Context: an optimization exercise on an open-source flow, tuned for small area and a short achievable clock period. The choices shown serve that exercise and are no tape-out recipe. Where RTL was checked, it was by simulation tests only, not by an equivalence proof against the original. The RTL of run 1 was laid out without a check of its function. No activity file was given, so power comes from the tool's default toggle rates.

==> flow/design.v (outline; a module is shown in full before it is edited, if it fits) <==
// module Decoder_Unit: 18 lines
// module ARITHMETIC_UNIT: 2028 lines
// module LOGIC_UNIT: 67 lines
// module CMP_UNIT: 26 lines
// module SHIFT_UNIT: 67 lines
// module ALU_TOP: 68 lines
module ALU_TOP
#(parameter WIDTH = 16)
(
  input wire [WIDTH - 1 : 0]A, B,
  input wire [3 : 0]ALU_FUN,
  input wire CLK, RST,
  output wire [2*WIDTH - 1 : 0]Arith_OUT,
  output wire Carry_OUT,
  output wire Arith_Flag,
  output wire [WIDTH - 1 : 0]Logic_OUT,
  output wire Logic_Flag,
  output wire [1:0]CMP_OUT,
  output wire CMP_Flag,
  output wire [WIDTH - 1 : 0]SHIFT_OUT,
  output wire SHIFT_Flag
);
  // ...
==> flow/run.sh <==
#!/bin/bash
# synth_recipe.tcl (not shown) runs the flow's synth.tcl, then flattens the netlist and writes it again
# the make line also repeats each setting of config.mk as NAME=value (left out here)
make -C /OpenROAD-flow-scripts/flow DESIGN_CONFIG=/design/flow/config.mk WORK_HOME=/design/flow/orfs CLKGATE_MAP_FILE= SYNTH_SCRIPT=/design/flow/synth_recipe.tcl finish
==> flow/config.mk <==
export PLATFORM = sky130hd
export DESIGN_NAME = ALU_TOP
export DESIGN_NICKNAME = ALU_TOP
export VERILOG_FILES = /design/flow/design.v
export SDC_FILE = /design/flow/constraint.sdc
export NUM_CORES = 4
export LEC_CHECK = 0
export ABC_AREA = 1
export CAP_MARGIN = 20
export CORE_MARGIN = 2
export CORE_UTILIZATION = 40
export SLEW_MARGIN = 20
==> flow/constraint.sdc <==
create_clock -name core_clock -period 110.0 [get_ports {CLK}]
set_input_delay 22.0000 -clock core_clock [delete_from_list [all_inputs] [get_ports {CLK}]]
set_output_delay 22.0000 -clock core_clock [all_outputs]
set_load 0.01 [all_outputs]
==> summary.txt, run 1 <==
Layout
  – Non-CTS inverters: 424
  – Leading cell kind: multi-input gates
  – Non-clock buffer count: 169
  – N_diodes: 0
  – Clock buffers and inverters, area share: roughly 1.5%
  – Filler instances: 5,112
  – Clock buf count: 9
  – Area growth syn-to-layout: 11.4%

Place
  – Placed cells: 3,355
  – Area of placed instances: 22,000 sq um
  – IO buf count: between 100 and 150
  – Post-DP HPWL: 59,800 um

Critical path
  – Worst endpoint required time: 110.28 ns
  – CP bufs+invs: 16
  – Arrival @ worst endpoint: 44.99 ns
  – Critical path's slowest cell: o21ai_0

Power
  – Sequential group power: 0.0000318 W
  – Internal power: between 0.00015 and 0.0002 W
  – LEAKAGE: 10.9 nW

Timing
  – Fmax achieved: about 22 MHz
  – Worst Hold Slack: 21.88 ns
  – Least-Margin Pin Slew: ~1.1 ns
  – Worst relative slew slack: 27.6%

Floorplanning
  – Die Span Y: 228 um
  – Core ar.: 49,900 sq um

Route
  – Routed WL: just under 80,000 um
  – Detail Route met3 WL: around 6800 um
  – DR vias: 19,463

Synth
  – Flop and latch count out of synthesis: 70
  – Cell accounting for the most synthesized area: fa_1
  – Largest family of logic cells by synthesized area: adder cells
  – Synth Instances: between 2,000 and 3,000
  – Mux cell area share after synthesis: less than 1%
  – Adder-Cell Fraction of Synth Area: 33.3%
  – Area contributors post-synth: fa_1, ha_1, xor2_1

GRT
  – Largest net degree at the start of global routing: 71
  – First-pass GRT wire length: 117,000 um
  – GR Layer Usage met3: 5.05%
  – Total GRT Usage: 29.4%

Clock tree
  – Clock sinks: 70
  – Resized Gates After CTS: 0

Outcome
  – Run status: timing/DRC/antenna clean
==> run 2: changes to the inputs <==
--- a/flow/design.v
+++ b/flow/design.v
@@ -584,25 +584,26 @@
 wire hz6 = sb ? ((&B[15:10]) & (|B[9:0])) : ~(|B[15:10]);
 wire hz5 = sb ? ((&B[15:11]) & (|B[10:0])) : ~(|B[15:11]);
 wire hz4 = sb ? ((&B[15:12]) & (|B[11:0])) : ~(|B[15:12]);
 wire hz3 = sb ? ((&B[15:13]) & (|B[12:0])) : ~(|B[15:13]);
 wire hz2 = sb ? ((&B[15:14]) & (|B[13:0])) : ~(|B[15:14]);
 wire hz1 = sb ? ((&B[15:15]) & (|B[14:0])) : ~(|B[15:15]);
 wire hz0 = 1'b1;
 wire [17:0] b3 = {{2{B[15]}}, B} + {B[15], B, 1'b0};    
+wire signed [15:0] bsg = B;
 wire [17:0] y3 = b3 ^ {18{~sb}};
-wire hz3_14 = sb ? ($signed(B) >= -16'sd1) : (B <= 16'd1);
-wire hz3_12 = sb ? ($signed(B) >= -16'sd5) : (B <= 16'd5);
-wire hz3_10 = sb ? ($signed(B) >= -16'sd21) : (B <= 16'd21);
-wire hz3_8 = sb ? ($signed(B) >= -16'sd85) : (B <= 16'd85);
-wire hz3_6 = sb ? ($signed(B) >= -16'sd341) : (B <= 16'd341);
-wire hz3_4 = sb ? ($signed(B) >= -16'sd1365) : (B <= 16'd1365);
-wire hz3_2 = sb ? ($signed(B) >= -16'sd5461) : (B <= 16'd5461);
-wire hz3_0 = sb ? ($signed(B) >= -16'sd21845) : (B <= 16'd21845);
+wire hz3_14 = sb ? (bsg >= -16'sd1) : (B <= 16'd1);
+wire hz3_12 = sb ? (bsg >= -16'sd5) : (B <= 16'd5);
+wire hz3_10 = sb ? (bsg >= -16'sd21) : (B <= 16'd21);
+wire hz3_8 = sb ? (bsg >= -16'sd85) : (B <= 16'd85);
+wire hz3_6 = sb ? (bsg >= -16'sd341) : (B <= 16'd341);
+wire hz3_4 = sb ? (bsg >= -16'sd1365) : (B <= 16'd1365);
+wire hz3_2 = sb ? (bsg >= -16'sd5461) : (B <= 16'd5461);
+wire hz3_0 = sb ? (bsg >= -16'sd21845) : (B <= 16'd21845);
 wire ra14_p0 = r16[15] ^ y[0];
 wire ra14_g0 = (r16[15] & y[0]) | (ra14_p0 & cin);
 wire ra14_s0 = ra14_p0 ^ cin;
 wire rb14_p0 = r16[14] ^ y[0];
 wire rb14_g0 = (r16[14] & y[0]) | (rb14_p0 & cin);
 wire rb14_p1 = r16[15] ^ y[1];
 wire rb14_g1 = r16[15] & y[1];
 wire rb14_G1_1 = rb14_g1 | (rb14_p1 & rb14_g0);
==> summary.txt, run 2 <==
Floorplanning
  – Initial Util: 40.4%
  – FP Rows: 82
  – Chip width: ~230 um
  – Total die area: roughly 52,000 sq um
  – I/O pin count: 109
  – Die Span Y: 229 um (+0.43%)
  – Core ar.: 50,100 sq um (+0.41%)

Outcome
  – Run status: timing/DRC/antenna clean

Clock tree
  – Clock slew at reported path FFs: 0.09 ns
  – Clock Tree Root: clkbuf_16
  – Clock sinks: 70 (unchanged)
  – Resized Gates After CTS: 0 (unchanged)
  – Post-CTS Hold Buffers: 0
  – Max H-tree Level: 3
  – CTS buffer count: 9
  – Postcts setup bufs: 0
  – CTS tree: built
  – CTS max path bufs: 2

Place
  – Post-DP HPWL: 62,800 um (+5.1%)
  – IO buf count: 108 (unchanged)
  – Dpl ws: approximately 64 ns
  – Placer Congestion: ~1.0

Critical path
  – Worst endpoint required time: 110.21 ns (-0.07 ns)
  – Critical path's slowest cell: clkdlybuf4s50_1
  – Arrival @ worst endpoint: 45.87 ns (+0.88 ns)
  – Start-to-end type of the worst setup path: in2reg
  – Critical Path Source Type: input port
  – CP dominant cell by count: nand2_1
  – Crit path capture type: flip-flop
  – Critical Path Max Stage Delay: roughly 0.8 ns
  – CP max FO: 24

Route
  – Routed WL: 81,500 um (+5.1%)
  – Final ANT Viol Nets: 0
  – Iteration-0 DRC Markers: between 2,000 and 2,500
  – Residual DRC: 0
  – Via-per-instance ratio: about 5.8
  – Detailed Routing Iterations Pass 1: 8
  – WL/cell: between 20 and 25 um
  – DR vias: 19,724 (+1.3%)

Timing
  – Fin. max-slew vios: 0
  – Final critical-path setup slack: 64.34 ns
  – Hold Violations, Final: 0
  – Setup TNS: 0 ns
  – Fmax achieved: 21.9 MHz (-2.1%)
  – Period minus WS final: 45.66 ns
  – Least-Margin Pin Slew: 1.19 ns (+0.103 ns)
  – Worst relative slew slack: 20.9% (-6.7 points)
  – Tcrit/Tclk final: 41.5%
  – Setup violators final: 0
  – Worst Hold Slack: 21.80 ns (-0.0812 ns)
  – RSZ-0062 raised after global routing: no

GRT
  – Vias in the first global route: 19,742
  – GRT overflow: 0
  – Total GRT Usage: 30.7% (+1.3 points)
  – First-pass GRT wire length: 122,000 um (+4.2%)
  – Initial antenna violation count: 1
  – Largest net degree at the start of global routing: 71 (unchanged)

Synth
  – Distinct cells, synth: 76
  – Seq/Total Area, Yosys: 8.65%
  – Syn avg cell area: 7.63 sq um
  – Area contributors post-synth: fa_1, ha_1, xor2_1
  – Top post-synthesis cells by count: inv_1, nand2_1, ha_1
  – Flop and latch count out of synthesis: 70 (unchanged)
  – Top-area cell type share of the netlist area: 17.3%
  – Cell accounting for the most synthesized area: fa_1
  – Synth Instances: 2,655 (+0.99%)
  – EDFF count, synth: 0
  – Cell area after synthesis: 20,200 sq um
  – Syn nets: 3,123
  – Leading register cell type out of synthesis: dfrtp_1
  – Async S/R FF share, synth: 100%
  – YS warnings: 5

Layout
  – Biggest regs: arth_unit.Arith_OUT: 32 flops, logic_unit.Logic_OUT: 16 flops, shft_unit.SHIFT_OUT: 16 flops
  – Commonest cells after routing, fill and taps aside: inv_1, nand2_1, ha_1
  – Layout cells sized above 1: between 9 and 10%
  – Biggest register: arth_unit.Arith_OUT
  – Max reg flops: 32
  – # nets final: 3,178
  – Area growth syn-to-layout: 10.6%

Power
  – Sequential share of power: 8.2%
  – LEAKAGE: 10.9 nW (about the same)
  – Internal power: 0.000173 W (-1.4%)
  – Sw Ratio: between 50% and 60%
  – Switch Pwr: 0.000218 W
  – Clk network pwr share: 8.3%
  – PD cells: 17.4 nW/um^2
  – Logic pwr share: 83.5%
  – Max VDD drop: just over 0.03 mV

Flow run
  – Max Cap Violations: 0

Worst hold path
  – Hold crit path type: in2async
[run 2: changes by cell type after synthesis, sizes merged, moves of 4 or more]
cell | before | now
o21ai | 142 | 151
o22ai | 136 | 130
nor3b | 1 | 5
nand2 | 402 | 406
a31oi | 4 | 10
nand3 | 86 | 98
o2111ai | 7 | 2
buf | 40 | 36
clkbuf | 74 | 78
a22oi | 11 | 7
o221ai | 19 | 14
a21oi | 207 | 219
nor2 | 132 | 128
nand4 | 17 | 13
[run 2: critical path: cells and delay by family]
kind / cells / cell delay, ns
AND/OR/NAND/NOR: 56 / 7.58
AO/OA/AOI/OAI: 32 / 5.96
buffers and inverters: 16 / 3.70
XOR/XNOR: 6 / 2.33
adder cells (fa/ha/maj): 11 / 4.21
[run 2: logic make-up (layout without fill, tap and decap cells)]
family,count (synthesis),after routing,synth area share [%]
and+or+nand+nor,693,693,16.1
AOI/OAI and AO/OA,649,649,19.8
buffers and inverters,534,594,10.2
adders and majority gates,430,430,33.1
xor gates and xnor gates,277,277,12.1
DFF,70,70,8.65
muxes,2,2,0.0989
other,0,1,0
[run 2: power groups by stage]
| stage | combinational, W | sequential (W) | clock, W |
|---|---|---|---|
| 6_report | 0.000326 | 0.0000320 | 0.0000326 |
| 5_1_grt | 0.000365 | 0.0000322 | 0.0000336 |
| 4_1_cts | 0.000324 | 0.0000319 | 0.0000326 |
| 3_5_place_dp | 0.000323 | 0.0000324 | 0 |
| 3_3_place_gp | 0.000319 | 0.0000324 | 0 |
| 2_1_floorplan | 0.000206 | 0.0000326 | 0 |
[run 2: metal layers]
layer / global-route usage [%] / routed length [um] / vias to the layer above
met2: 47.4 / 35600 / 1054
met4: 13.2 / 4100 / 0
li1: - / - / 8912
met3: 5.04 / 7260 / 216
met1: 42.2 / 34500 / 9542
met5: 0.276 / 0 / -
[run 2: through the flow]
| step | utilization (%) | instance area [sq um] | std cells | power [W] |
|---|---|---|---|---|
| 2_1_floorplan | - | 20200 | 2655 | 0.000238 |
| 3_3_place_gp | 44.1 | 22100 | 3371 | 0.000352 |
| 3_5_place_dp | 44.1 | 22100 | 3371 | 0.000356 |
| 4_1_cts | 44.7 | 22400 | 3387 | 0.000389 |
| 5_1_grt | 44.7 | 22400 | 3387 | 0.000431 |
| 6_report | 44.7 | 22400 | 3388 | 0.000391 |
[run 2: final timing paths]
path / start / to / slack, ns / cells past startpoint
worst max-delay path: A[15] / arth_unit.Arith_OUT[31] / 64.34 / 121
worst min-delay path: RST / logic_unit.Logic_OUT[1] / 21.80 / 1
max in group asynchronous: RST / arth_unit.Arith_OUT[17] / 87.59 / 1
min in group core_clock: ALU_FUN[2] / arth_unit.Arith_flag / 22.27 / 2
[run 2: cell type report]
cell class,count,area [sq um]
antenna,1,2.50
clock buffer,9,225
clock inverter,7,63.8
fill,5038,27700
inverter,420,1580
multi-input combinational,2051,16500
sequential,70,1750
tap,672,841
timing repair buffer,158,1450

port drivers added, routing unchanged:
The results above use ideal ports. As a check the final layouts listed here were re-extracted and re-timed, cells and wires unchanged.
Step 1: set_driving_cell puts a clkbuf_16 on CLK and a buf_2 on each other input, an assumption about the parent block.
Step 2 adds t to the input delays and takes it off the output delays; t is the mean of the earliest and latest rising clock arrival at the registers after step 1. Input paths then give back, and output paths get back, about the clock's delay inside the block.
Three values: ideal ports, drivers, drivers and shift; two values: the first two.
| run | t, ns | setup slack, ns | worst setup path at the end |
|---|---|---|---|
| run 1 | 0.404 | 65.290 / 65.305 / 64.901 | input to register |
| run 2 | 0.404 | 64.341 / 64.362 / 63.958 | input to register |
After both steps every run listed still meets setup and hold. For run 1, which loses most, drivers alone change the setup slack by +0.015 ns; drivers and shift together by -0.389 ns.
